Background: an optimization exercise with open tools, aiming at small area and a short achievable clock period. Do not read the settings as production practice.
At most, simulation tests tie the RTL to the original design; equivalence was not proved.
Power is estimated from default activity; no workload was simulated.

==> inputs of run a <==
Design RGB_to_Gray, start of the top module:
module RGB_to_Gray(input CLK, input [7:0] R, input [7:0] G, input [7:0] B, input In_Valid, output reg [7:0] Gray, output reg Out_Valid);
export LEC_CHECK = 0
export CAP_MARGIN = 20
export CORE_MARGIN = 2
export CORE_UTILIZATION = 40
export SLEW_MARGIN = 20
export SYNTH_HIERARCHICAL = 1
export SYNTH_MINIMUM_KEEP_SIZE = 0
create_clock -name core_clock -period 16.0 [get_ports {CLK}]
standard.sh (not shown) runs the stock make flow with config.mk's settings and CLKGATE_MAP_FILE= SYNTH_SCRIPT=/design/flow/synth_recipe.tcl, a recipe that flattens the netlist after the stock synthesis.
==> flow/flow/run.sh <==
#!/bin/bash
# Standard ORFS layout (standard synthesis unchanged); timing repair is asked to
# reach a setup slack of 11.8 ns at the design's own clock period and constraints.
set -euo pipefail
export SETUP_SLACK_MARGIN=11.8
bash standard.sh synth > synth.log 2>&1
bash standard.sh > layout.log 2>&1
==> run b: changes against run a <==
==> flow/flow/run.sh (replaced) <==
#!/bin/bash
# Standard ORFS layout (standard synthesis unchanged); timing repair is asked to
# reach a setup slack of 11.9 ns at the design's own clock period and constraints.
set -euo pipefail
export SETUP_SLACK_MARGIN=11.9
export BUFFER_PORTS_ARGS="-buffer_cell sky130_fd_sc_hd__buf_2"
bash standard.sh synth > synth.log 2>&1
bash standard.sh > layout.log 2>&1
==> run c: changes against run a <==
==> flow/run.sh (new file) <==
#!/bin/bash
# synth_recipe.tcl (not shown) runs the flow's synth.tcl, then flattens the netlist and writes it again
# the make line also repeats each setting of config.mk as NAME=value (left out here)
make -C /OpenROAD-flow-scripts/flow DESIGN_CONFIG=/design/flow/config.mk WORK_HOME=/design/flow/orfs CLKGATE_MAP_FILE= SYNTH_SCRIPT=/design/flow/synth_recipe.tcl finish
removed: flow/flow/run.sh
removed: flow/standard.sh
==> run d: changes against run a <==
==> flow/flow/run.sh (replaced) <==
#!/bin/bash
# Standard ORFS layout (standard synthesis unchanged); timing repair is asked to
# reach a setup slack of 11.9 ns at the design's own clock period and constraints.
set -euo pipefail
export SETUP_SLACK_MARGIN=11.9
export BUFFER_PORTS_ARGS="-buffer_cell sky130_fd_sc_hd__buf_4"
bash standard.sh synth > synth.log 2>&1
bash standard.sh > layout.log 2>&1
==> comparison table <==
Worst clock skew: run b 14.69 ps; run c 14.35 ps; run d 12.12 ps; run a 15.47 ps
Share of total power consumed by net switching: run b 0.4061; run c 0.4084; run d 0.3985; run a 0.4091
Number of gates resized after cts: run b 5; run c 0; run d 7; run a 18
Highest-delay cell along the critical path: run b sky130_fd_sc_hd__dfxtp_1; run c sky130_fd_sc_hd__clkdlybuf4s50_1; run d sky130_fd_sc_hd__dfxtp_1; run a sky130_fd_sc_hd__dfxtp_1
Comb power: run b 0.00153 W; run c 0.00153 W; run d 0.00154 W; run a 0.00154 W
Relative area of non-clock buffer cells in the final design: run b 0.01981; run c 0.03425; run d 0.02663; run a 0.03320
Max Clk Rate: run b 246.2 MHz; run c 223.3 MHz; run d 246.2 MHz; run a 240.1 MHz
Clkbuf count: run b 18; run c 18; run d 17; run a 18
Global routing usage on met2: run b 0.2476; run c 0.2483; run d 0.2526; run a 0.2483
Post-layout utilization of the core: run b 0.4578; run c 0.4628; run d 0.4625; run a 0.4630
Clock net power: run b 0.000391 W; run c 0.000378 W; run d 0.000428 W; run a 0.000378 W
Share of the clock period used by the worst path: run b 0.2538; run c 0.2799; run d 0.2539; run a 0.2603
Status: run b no timing/DRC/antenna violations; run c no timing/DRC/antenna violations; run d no timing/DRC/antenna violations; run a no timing/DRC/antenna violations
Peak VDD IR: run b 0.09295 mV; run c 0.09721 mV; run d 0.09459 mV; run a 0.09728 mV
Fillcell total: run b 2358; run c 2367; run d 2371; run a 2361
Global-route track usage on met3: run b 0.04607; run c 0.03808; run d 0.05172; run a 0.03808
Function was not checked in any run of this note: the RTL went through the layout flow alone.


==> inputs of trial 87 <==
RGB_to_Gray, a different RTL version from the one above (not shown whole).
clock: 16.0 ns
lec_check: 0
cap_margin: 20
core_margin: 2
core_utilization: 40
slew_margin: 20
synth_hierarchical: 1
synth_minimum_keep_size: 0
run.sh (not shown) runs the stock make flow with config.mk's settings and CLKGATE_MAP_FILE= SYNTH_SCRIPT=/design/flow/synth_recipe.tcl, a recipe that flattens the netlist after the stock synthesis.
Stock flow here: none of the scripts above is used.
==> inputs of trial 69, as changes to trial 87 <==
==> flow/flow/run.sh (new file) <==
#!/bin/bash
# Standard ORFS layout (standard synthesis unchanged); timing repair is asked to
# reach a setup slack of 11.8 ns at the design's own clock period and constraints.
set -euo pipefail
export SETUP_SLACK_MARGIN=11.8
bash standard.sh synth > synth.log 2>&1
bash standard.sh > layout.log 2>&1
==> flow/standard.sh (new file) <==
#!/bin/bash
# synth_recipe.tcl (not shown) runs the flow's synth.tcl, then flattens the netlist and writes it again
# the make line also repeats each setting of config.mk as NAME=value (left out here)
make -C /OpenROAD-flow-scripts/flow DESIGN_CONFIG=/design/flow/config.mk WORK_HOME=/design/flow/orfs CLKGATE_MAP_FILE= SYNTH_SCRIPT=/design/flow/synth_recipe.tcl "${@:-finish}"
removed: flow/run.sh
==> impl_metrics.json <==
{
  "rsz0062_at_grt": "true",
  "layout_common_cells": "fa_1 (175), ha_1 (104), dfxtp_1 (84)",
  "area_share_nonclk_buffers_pct": 7.85,
  "instances_no_fill": 1158,
  "ff2ff_path_depth": 13,
  "grtUsageMet2_pct": 30.2,
  "crit_cells": 13,
  "vias": 5639,
  "status": "no timing/DRC/antenna violations",
  "finalWirelength_um": 20500,
  "cts-resized-gates": 62,
  "nNetsFinal": 1165
}
Source of the figures above: trial 69

==> impl_metrics.json <==
{
  "synth_compound_area_share_pct": 7.66,
  "finalWirelength_um": 18900,
  "ff2ff_path_depth": 12,
  "ys_seq_elements": 108,
  "slew_viol_final": 0,
  "pg_clk_mw": 0.225,
  "layout_common_cells": "fa_1 (198), dfxtp_1 (108), ha_1 (107)",
  "area_share_nonclk_buffers_pct": 3.78,
  "switching_share_pct": 40.9,
  "inverters": 32,
  "grtUsageMet2_pct": 27.6,
  "rsz0062_at_grt": "false",
  "status": "no timing/DRC/antenna violations",
  "cts-resized-gates": 0,
  "vias": 5363,
  "nNetsFinal": 1106,
  "crit_cells": 12
}
Source of the figures above: trial 87



==> try-amber: inputs <==
RGB_to_Gray, a different RTL version from the one above (not shown whole).
// RGB_to_Gray
module RGB_to_Gray(input CLK, input [7:0] R, input [7:0] G, input [7:0] B, input In_Valid, output reg [7:0] Gray, output reg Out_Valid);
==> flow/config.mk <==
export PLATFORM = sky130hd
export DESIGN_NAME = RGB_to_Gray
export DESIGN_NICKNAME = RGB_to_Gray
export VERILOG_FILES = /design/flow/design.v
export SDC_FILE = /design/flow/constraint.sdc
export NUM_CORES = 8
export LEC_CHECK = 0
export CAP_MARGIN = 20
export CORE_MARGIN = 2
export CORE_UTILIZATION = 60
export CTS_BUF_LIST = sky130_fd_sc_hd__clkbuf_8
export PLACE_DENSITY = 0.75
export SLEW_MARGIN = 20
export SYNTH_HIERARCHICAL = 1
export SYNTH_MINIMUM_KEEP_SIZE = 0
==> flow/constraint.sdc <==
create_clock -name core_clock -period 16.0 [get_ports {CLK}]
set_input_delay 3.2000 -clock core_clock [delete_from_list [all_inputs] [get_ports {CLK}]]
set_output_delay 3.2000 -clock core_clock [all_outputs]
set_load 0.01 [all_outputs]
standard.sh (not shown) runs the stock make flow with config.mk's settings and CLKGATE_MAP_FILE= SYNTH_SCRIPT=/design/flow/synth_recipe.tcl, a recipe that flattens the netlist after the stock synthesis.
==> flow/flow/run.sh <==
#!/bin/bash
set -euo pipefail
export SETUP_SLACK_MARGIN=11.95
export CTS_ARGS="-sink_clustering_enable -repair_clock_nets -dont_use_dummy_load -buf_list sky130_fd_sc_hd__clkbuf_8"
export BUFFER_PORTS_ARGS="-buffer_cell sky130_fd_sc_hd__buf_2"
bash standard.sh synth > synth.log 2>&1
bash standard.sh > layout.log 2>&1
==> try-yarrow (differences from try-amber) <==
--- a/flow/design.v
+++ b/flow/design.v
@@ -77,18 +77,18 @@
     wire w98 = w75_0 & w97;
     wire w99 = ~w13;
     wire w100 = w66_0 & w99;
     wire w101 = ~w29;
     wire w102 = w76_0 & w101;
-    wire w103 = ~p14_0_1;
-    wire w104 = p67_0_1 & w103;
+    wire w103 = ~w14;
+    wire w104 = p67_0_1 & p103_0_1;
     wire w105 = ~w30;
     wire w106 = w77_0 & w105;
     wire w107 = ~p15_0_1;
     wire w108 = w68_0 & w107;
-    wire w109 = ~p31_0_1;
-    wire w110 = w78_0 & w109;
+    wire w109 = ~w31;
+    wire w110 = w78_0 & p109_0_1;
     wire w111_0, w111_1; ha u111 (r[7], r[6], w111_0, w111_1);
     wire w112_0, w112_1; fa u112 (r[7], r[2], r[0], w112_0, w112_1);
     wire w113_0, w113_1; fa u113 (g[7], g[3], g[1], w113_0, w113_1);
     wire w114_0, w114_1; fa u114 (r[3], r[1], r[0], w114_0, w114_1);
     wire w115_0, w115_1; fa u115 (r[4], r[2], r[1], w115_0, w115_1);
@@ -304,11 +304,11 @@
     wire w339 = w338 & w288;
     wire w340 = ~w339;
     wire w341 = ~w43;
     wire w342 = w329_0 & w341;
     wire w343 = w342 & w289;
-    wire w344 = ~p343_0_1;
+    wire w344 = ~w343;
     wire w345 = ~w44;
     wire w346 = w330_0 & w345;
     wire w347 = p346_0_1 & p290_0_1;
     wire w348 = ~w347;
     wire w349 = ~w45;
@@ -374,14 +374,14 @@
     wire w409_0, w409_1; fa u409 (b[4], w304, w212_1, w409_0, w409_1);
     wire w410 = ~w213_0;
     wire w411_0, w411_1; ha u411 (b[5], w213_1, w411_0, w411_1);
     wire w412_0, w412_1; ha u412 (p38_0_1, p215_0_1, w412_0, w412_1);
     wire w413_0, w413_1; ha u413 (p39_0_1, p216_0_1, w413_0, w413_1);
-    wire w414_0, w414_1; ha u414 (p80_0_1, p338_0_1, w414_0, w414_1);
+    wire w414_0, w414_1; ha u414 (w80, w338, w414_0, w414_1);
     wire w415_0, w415_1; fa u415 (w82, w84, w342, w415_0, w415_1);
     wire w416_0, w416_1; fa u416 (w86, w88, w346, w416_0, w416_1);
-    wire w417_0, w417_1; fa u417 (w90, w92, w350, w417_0, w417_1);
+    wire w417_0, w417_1; fa u417 (p90_0_1, p92_0_1, p350_0_1, w417_0, w417_1);
     wire w418_0, w418_1; fa u418 (p94_0_1, p96_0_1, p354_0_1, w418_0, w418_1);
     wire w419_0, w419_1; fa u419 (p98_0_1, p100_0_1, w358, w419_0, w419_1);
     wire w420_0, w420_1; fa u420 (p102_0_1, w104, w334_0, w420_0, w420_1);
     wire w421_0, w421_1; fa u421 (p106_0_1, w108, w335_0, w421_0, w421_1);
     wire w422_0, w422_1; fa u422 (w68_1, w195_0, w336_0, w422_0, w422_1);
@@ -406,15 +406,15 @@
     wire w441_0, w441_1; fa u441 (w214_0, w213_0, w411_0, w441_0, w441_1);
     wire w442_0, w442_1; fa u442 (p214_1_1, w412_0, p411_1_1, w442_0, w442_1);
     wire w443_0, w443_1; fa u443 (p215_1_1, w413_0, w412_1, w443_0, w443_1);
     wire w444_0, w444_1; fa u444 (p217_0_1, p216_1_1, w413_1, w444_0, w444_1);
     wire w445_0, w445_1; ha u445 (p23_0_1, p217_1_1, w445_0, w445_1);
-    wire w446_0, w446_1; ha u446 (w414_0, p340_0_1, w446_0, w446_1);
-    wire w447_0, w447_1; fa u447 (w414_1, p415_0_1, w344, w447_0, w447_1);
+    wire w446_0, w446_1; ha u446 (p414_0_1, p340_0_1, w446_0, w446_1);
+    wire w447_0, w447_1; fa u447 (p414_1_1, p415_0_1, p344_0_1, w447_0, w447_1);
     wire w448_0, w448_1; fa u448 (p415_1_1, p416_0_1, w348, w448_0, w448_1);
-    wire w449_0, w449_1; fa u449 (p416_1_1, w352, p417_0_1, w449_0, w449_1);
-    wire w450_0, w450_1; fa u450 (p417_1_1, w356, w418_0, w450_0, w450_1);
+    wire w449_0, w449_1; fa u449 (p416_1_1, w352, w417_0, w449_0, w449_1);
+    wire w450_0, w450_1; fa u450 (w417_1, w356, w418_0, w450_0, w450_1);
     wire w451_0, w451_1; fa u451 (w418_1, w360, w419_0, w451_0, w451_1);
     wire w452_0, w452_1; fa u452 (w419_1, w362, w420_0, w452_0, w452_1);
     wire w453_0, w453_1; fa u453 (w420_1, w364, w421_0, w453_0, w453_1);
     wire w454_0, w454_1; fa u454 (w421_1, w366, w422_0, w454_0, w454_1);
     wire w455_0, w455_1; fa u455 (w423_0, w336_1, w422_1, w455_0, w455_1);
@@ -478,42 +478,42 @@
     wire w513 = w460_1 & w461_0;
     wire w514 = w461_1 | w462_0;
     wire w515 = w461_1 & w462_0;
     wire w516 = w462_1 | w463;
     wire w517 = w462_1 & w463;
-    wire w518 = w464 | w465_0;
-    wire w519 = w464 & w465_0;
-    wire w520 = p465_1_1 | p466_0_1;
-    wire w521 = p465_1_1 & p466_0_1;
+    wire w518 = p464_0_1 | p465_0_1;
+    wire w519 = p464_0_1 & p465_0_1;
+    wire w520 = w465_1 | w466_0;
+    wire w521 = w465_1 & w466_0;
     wire w522 = p466_1_1 | p467_0_1;
     wire w523 = p466_1_1 & p467_0_1;
     wire w524 = w467_1 | w468_0;
     wire w525 = w467_1 & w468_0;
     wire w526 = w468_1 | w469_0;
     wire w527 = w468_1 & w469_0;
-    wire w528 = w469_1 | w470_0;
-    wire w529 = w469_1 & w470_0;
+    wire w528 = p469_1_1 | p470_0_1;
+    wire w529 = p469_1_1 & p470_0_1;
     wire w530 = p470_1_1 | p471_0_1;
     wire w531 = p470_1_1 & p471_0_1;
-    wire w532_0, w532_1; ha u532 (p471_1_2, p472_0_2, w532_0, w532_1);
+    wire w532_0, w532_1; ha u532 (p471_1_1, p472_0_1, w532_0, w532_1);
     wire w533_0, w533_1; ha u533 (p472_1_1, p473_0_1, w533_0, w533_1);
     wire w534_0, w534_1; ha u534 (p473_1_1, p474_0_1, w534_0, w534_1);
     wire w535_0, w535_1; ha u535 (p474_1_1, w475, w535_0, w535_1);
     wire w536_0, w536_1; ha u536 (w476, w477, w536_0, w536_1);
     wire w537_0, w537_1; ha u537 (w478, w479, w537_0, w537_1);
-    wire w538_0, w538_1; ha u538 (p480_0_1, p481_0_1, w538_0, w538_1);
+    wire w538_0, w538_1; ha u538 (w480, w481, w538_0, w538_1);
     wire w539_0, w539_1; ha u539 (w482, w483, w539_0, w539_1);
-    wire w540 = w531 | (w530 & p529_0_1);
-    wire w541 = w530 & p528_0_1;
+    wire w540 = w531 | (w530 & w529);
+    wire w541 = w530 & w528;
     wire w542 = w527 | (w526 & w525);
     wire w543 = w526 & w524;
     wire w544 = w540 | (w541 & p542_0_1);
     wire w545 = w541 & p543_0_1;
-    wire w546 = w523 | (w522 & w521);
-    wire w547 = w522 & w520;
-    wire w548 = w546 | (w547 & p519_0_1);
-    wire w549 = w547 & p518_0_1;
+    wire w546 = w523 | (w522 & p521_0_1);
+    wire w547 = w522 & p520_0_1;
+    wire w548 = w546 | (w547 & w519);
+    wire w549 = w547 & w518;
     wire w550 = w544 | (w545 & w548);
     wire w551 = w545 & w549;
     wire w552 = w517 | (w516 & w515);
     wire w553 = w516 & w514;
     wire w554 = p552_0_1 | (p553_0_1 & p513_0_1);
@@ -543,57 +543,57 @@
     wire w578 = w487 | (w486 & w485);
     wire w579 = w486 & w484;
     wire w580 = w578 | (w579 & w446_0);
     wire w581 = w576 | (w577 & w580);
     wire w583 = w572 | (w573 & w581);
-    wire w585 = w562 | (w563 & w583);
-    wire w587 = p533_1_1 | (p533_0_1 & w532_1);
-    wire w588 = p533_0_1 & w532_0;
+    wire w585 = p562_0_1 | (p563_0_1 & p583_0_1);
+    wire w587 = w533_1 | (w533_0 & w532_1);
+    wire w588 = p533_0_1 & p532_0_1;
     wire w589 = w535_1 | (w535_0 & w534_1);
     wire w590 = p535_0_1 & p534_0_1;
-    wire w591 = p537_1_1 | (p537_0_1 & p536_1_1);
+    wire w591 = w537_1 | (w537_0 & w536_1);
     wire w592 = p537_0_1 & p536_0_1;
-    wire w595 = p534_1_1 | (p534_0_1 & w587);
+    wire w595 = w534_1 | (w534_0 & w587);
     wire w596 = p534_0_1 & w588;
-    wire w597 = p589_0_1 | (w590 & w587);
+    wire w597 = p589_0_1 | (w590 & p587_0_1);
     wire w598 = w590 & w588;
     wire w599 = w538_1 | (w538_0 & w591);
-    wire w600 = w538_0 & w592;
+    wire w600 = p538_0_1 & w592;
     wire w603 = p536_1_1 | (p536_0_1 & w597);
     wire w604 = p536_0_1 & w598;
-    wire w605 = w591 | (w592 & w597);
+    wire w605 = p591_0_1 | (w592 & w597);
     wire w606 = w592 & w598;
-    wire w607 = w599 | (w600 & w597);
+    wire w607 = p599_0_1 | (w600 & w597);
     wire w608 = w600 & w598;
-    wire w611 = w532_1 | (w532_0 & p585_0_1);
-    wire w612 = w587 | (w588 & p585_0_1);
-    wire w613 = w595 | (w596 & p585_0_1);
-    wire w614 = w597 | (w598 & p585_0_1);
-    wire w615 = w603 | (w604 & p585_0_1);
-    wire w616 = w605 | (w606 & p585_0_1);
-    wire w617 = w607 | (w608 & p585_0_1);
-    wire w619; xr u619 (w532_0, p585_0_1, w619);
+    wire w611 = p532_1_1 | (p532_0_1 & w585);
+    wire w612 = p587_0_1 | (w588 & w585);
+    wire w613 = p595_0_1 | (w596 & w585);
+    wire w614 = w597 | (w598 & w585);
+    wire w615 = w603 | (w604 & w585);
+    wire w616 = w605 | (w606 & w585);
+    wire w617 = w607 | (w608 & w585);
+    wire w619; xr u619 (p532_0_1, w585, w619);
     wire w620; xr u620 (p533_0_1, w611, w620);
     wire w621; xr u621 (p534_0_1, w612, w621);
     wire w622; xr u622 (p535_0_1, w613, w622);
     wire w623; xr u623 (p536_0_1, w614, w623);
     wire w624; xr u624 (p537_0_1, w615, w624);
-    wire w625; xr u625 (w538_0, w616, w625);
+    wire w625; xr u625 (p538_0_1, w616, w625);
     wire w626; xr u626 (p539_0_1, w617, w626);
     reg p23_0_1;
     reg p38_0_1;
     reg p39_0_1;
-    reg p14_0_1;
     reg p15_0_1;
     reg p59_1_1;
     reg p60_0_1;
     reg p67_1_1;
-    reg p31_0_1;
     reg p70_1_1;
     reg p71_0_1;
     reg p77_1_1;
     reg p67_0_1;
+    reg p103_0_1;
+    reg p109_0_1;
     reg p173_0_1;
     reg p173_1_1;
     reg p174_0_1;
     reg p213_1_1;
     reg p214_0_1;
@@ -612,95 +612,97 @@
     reg p323_0_1;
     reg p323_1_1;
     reg p324_0_1;
     reg p324_1_1;
     reg p325_0_1;
-    reg p338_0_1;
-    reg p343_0_1;
     reg p346_0_1;
     reg p290_0_1;
     reg p350_0_1;
     reg p354_0_1;
     reg p357_0_1;
-    reg p80_0_1;
+    reg p90_0_1;
+    reg p92_0_1;
     reg p94_0_1;
     reg p96_0_1;
     reg p98_0_1;
     reg p100_0_1;
     reg p102_0_1;
     reg p106_0_1;
     reg p373_0_1;
     reg p411_1_1;
+    reg p414_0_1;
     reg p340_0_1;
+    reg p414_1_1;
     reg p415_0_1;
+    reg p344_0_1;
     reg p415_1_1;
     reg p416_0_1;
     reg p416_1_1;
-    reg p417_0_1;
-    reg p417_1_1;
     reg p424_0_1;
     reg p441_1_1;
     reg p457_0_1;
     reg p457_1_1;
     reg p458_0_1;
     reg p458_1_1;
     reg p459_0_1;
     reg p459_1_1;
     reg p460_0_1;
-    reg p465_1_1;
-    reg p466_0_1;
+    reg p464_0_1;
+    reg p465_0_1;
     reg p466_1_1;
     reg p467_0_1;
+    reg p469_1_1;
+    reg p470_0_1;
     reg p470_1_1;
     reg p471_0_1;
     reg p471_1_1;
-    reg p471_1_2;
     reg p472_0_1;
-    reg p472_0_2;
     reg p472_1_1;
     reg p473_0_1;
     reg p473_1_1;
     reg p474_0_1;
     reg p474_1_1;
-    reg p480_0_1;
-    reg p481_0_1;
-    reg p529_0_1;
-    reg p528_0_1;
     reg p542_0_1;
     reg p543_0_1;
-    reg p519_0_1;
-    reg p518_0_1;
+    reg p521_0_1;
+    reg p520_0_1;
     reg p552_0_1;
     reg p553_0_1;
     reg p513_0_1;
     reg p512_0_1;
-    reg p533_1_1;
+    reg p562_0_1;
+    reg p563_0_1;
+    reg p583_0_1;
     reg p533_0_1;
+    reg p532_1_1;
+    reg p532_0_1;
     reg p535_0_1;
-    reg p534_1_1;
     reg p534_0_1;
-    reg p537_1_1;
     reg p537_0_1;
     reg p536_1_1;
     reg p536_0_1;
+    reg p587_0_1;
     reg p589_0_1;
-    reg p585_0_1;
+    reg p538_0_1;
+    reg p591_0_1;
+    reg p599_0_1;
+    reg p595_0_1;
     reg p539_0_1;
     always @(posedge CLK) begin
         p23_0_1 <= g[7];
         p38_0_1 <= b[6];
         p39_0_1 <= b[7];
-        p14_0_1 <= w14;
         p15_0_1 <= w15;
         p59_1_1 <= w59_1;
         p60_0_1 <= w60_0;
         p67_1_1 <= w67_1;
-        p31_0_1 <= w31;
         p70_1_1 <= w70_1;
         p71_0_1 <= w71_0;
         p77_1_1 <= w77_1;
         p67_0_1 <= w67_0;
+        p103_0_1 <= w103;
+        p109_0_1 <= w109;
         p173_0_1 <= w173_0;
         p173_1_1 <= w173_1;
         p174_0_1 <= w174_0;
         p213_1_1 <= w213_1;
         p214_0_1 <= w214_0;
@@ -719,80 +721,82 @@
         p323_0_1 <= w323_0;
         p323_1_1 <= w323_1;
         p324_0_1 <= w324_0;
         p324_1_1 <= w324_1;
         p325_0_1 <= w325_0;
-        p338_0_1 <= w338;
-        p343_0_1 <= w343;
         p346_0_1 <= w346;
         p290_0_1 <= w290;
         p350_0_1 <= w350;
         p354_0_1 <= w354;
         p357_0_1 <= w357;
-        p80_0_1 <= w80;
+        p90_0_1 <= w90;
+        p92_0_1 <= w92;
         p94_0_1 <= w94;
         p96_0_1 <= w96;
         p98_0_1 <= w98;
         p100_0_1 <= w100;
         p102_0_1 <= w102;
         p106_0_1 <= w106;
         p373_0_1 <= w373_0;
         p411_1_1 <= w411_1;
+        p414_0_1 <= w414_0;
         p340_0_1 <= w340;
+        p414_1_1 <= w414_1;
         p415_0_1 <= w415_0;
+        p344_0_1 <= w344;
         p415_1_1 <= w415_1;
         p416_0_1 <= w416_0;
         p416_1_1 <= w416_1;
-        p417_0_1 <= w417_0;
-        p417_1_1 <= w417_1;
         p424_0_1 <= w424_0;
         p441_1_1 <= w441_1;
         p457_0_1 <= w457_0;
         p457_1_1 <= w457_1;
         p458_0_1 <= w458_0;
         p458_1_1 <= w458_1;
         p459_0_1 <= w459_0;
         p459_1_1 <= w459_1;
         p460_0_1 <= w460_0;
-        p465_1_1 <= w465_1;
-        p466_0_1 <= w466_0;
+        p464_0_1 <= w464;
+        p465_0_1 <= w465_0;
         p466_1_1 <= w466_1;
         p467_0_1 <= w467_0;
+        p469_1_1 <= w469_1;
+        p470_0_1 <= w470_0;
         p470_1_1 <= w470_1;
         p471_0_1 <= w471_0;
         p471_1_1 <= w471_1;
-        p471_1_2 <= p471_1_1;
         p472_0_1 <= w472_0;
-        p472_0_2 <= p472_0_1;
         p472_1_1 <= w472_1;
         p473_0_1 <= w473_0;
         p473_1_1 <= w473_1;
         p474_0_1 <= w474_0;
         p474_1_1 <= w474_1;
-        p480_0_1 <= w480;
-        p481_0_1 <= w481;
-        p529_0_1 <= w529;
-        p528_0_1 <= w528;
         p542_0_1 <= w542;
         p543_0_1 <= w543;
-        p519_0_1 <= w519;
-        p518_0_1 <= w518;
+        p521_0_1 <= w521;
+        p520_0_1 <= w520;
         p552_0_1 <= w552;
         p553_0_1 <= w553;
         p513_0_1 <= w513;
         p512_0_1 <= w512;
-        p533_1_1 <= w533_1;
+        p562_0_1 <= w562;
+        p563_0_1 <= w563;
+        p583_0_1 <= w583;
         p533_0_1 <= w533_0;
+        p532_1_1 <= w532_1;
+        p532_0_1 <= w532_0;
         p535_0_1 <= w535_0;
-        p534_1_1 <= w534_1;
         p534_0_1 <= w534_0;
-        p537_1_1 <= w537_1;
         p537_0_1 <= w537_0;
         p536_1_1 <= w536_1;
         p536_0_1 <= w536_0;
+        p587_0_1 <= w587;
         p589_0_1 <= w589;
-        p585_0_1 <= w585;
+        p538_0_1 <= w538_0;
+        p591_0_1 <= w591;
+        p599_0_1 <= w599;
+        p595_0_1 <= w595;
         p539_0_1 <= w539_0;
     end
     reg v1; always @(posedge CLK) v1 <= v0;
     reg v2; always @(posedge CLK) v2 <= v1;
     always @(posedge CLK) begin Gray <= {w626, w625, w624, w623, w622, w621, w620, w619}; Out_Valid <= v2; end
==> notes <==
- In try-amber the sequential cell count is lower than in try-yarrow, by 2.
- Die area: try-amber is lower than try-yarrow (1.2%).
- Critical path depth is the same in try-yarrow and try-amber.
- Of try-yarrow and try-amber, try-yarrow has the higher synthesized cell count (gap 1.8%, measured against try-amber).
Function was not checked in any run of this note: the RTL went through the layout flow alone.

-- port drivers added, routing unchanged --
Ports are ideal in the flow. The routed layouts listed here were re-timed in OpenROAD.
Step 1, drivers: a clkbuf_16 drives CLK and a buf_2 each remaining input, both assumed.
Step 2 moves the port delays by t, midway between the first and last clock arrival at a register: inputs arrive t later, outputs are due t later. That takes back most of the time a late clock gives input paths.
Slacks: ideal / step 1 / step 2; pairs: ideal / step 1.
run | t, ns | slack for setup (ns) | worst hold slack (ns) | clock arrival spread, ns | slew at the worst register clock pin (ns)
run a | 0.470 | 11.835 / 11.791 / 11.989 | 0.328 / 0.328 / 0.328 | 0.016 / 0.015 | 0.07 / 0.07
run b | 0.467 | 11.939 / 11.892 / 12.061 | 0.328 / 0.328 / 0.328 | 0.015 / 0.015 | 0.07 / 0.07
run c | 0.468 | 11.521 / 11.479 / 11.729 | 0.328 / 0.328 / 0.328 | 0.015 / 0.015 | 0.07 / 0.07
run d | 0.472 | 11.938 / 11.891 / 12.090 | 0.327 / 0.327 / 0.327 | 0.014 / 0.013 | 0.07 / 0.07
trial 87 | 0.402 | 10.934 / 10.934 / 10.934 | 0.329 / 0.329 / 0.329 | 0.015 / 0.014 | 0.08 / 0.08
trial 69 | 0.404 | 11.678 / 11.678 / 11.678 | 0.324 / 0.324 / 0.324 | 0.012 / 0.012 | 0.08 / 0.08
try-amber | 0.491 | 11.919 / 11.876 / 11.974 | 0.326 / 0.326 / 0.326 | 0.022 / 0.023 | 0.08 / 0.08
try-yarrow | 0.475 | 11.932 / 11.894 / 11.996 | 0.324 / 0.324 / 0.324 | 0.039 / 0.039 | 0.09 / 0.09
After both steps every run listed still meets setup and hold.
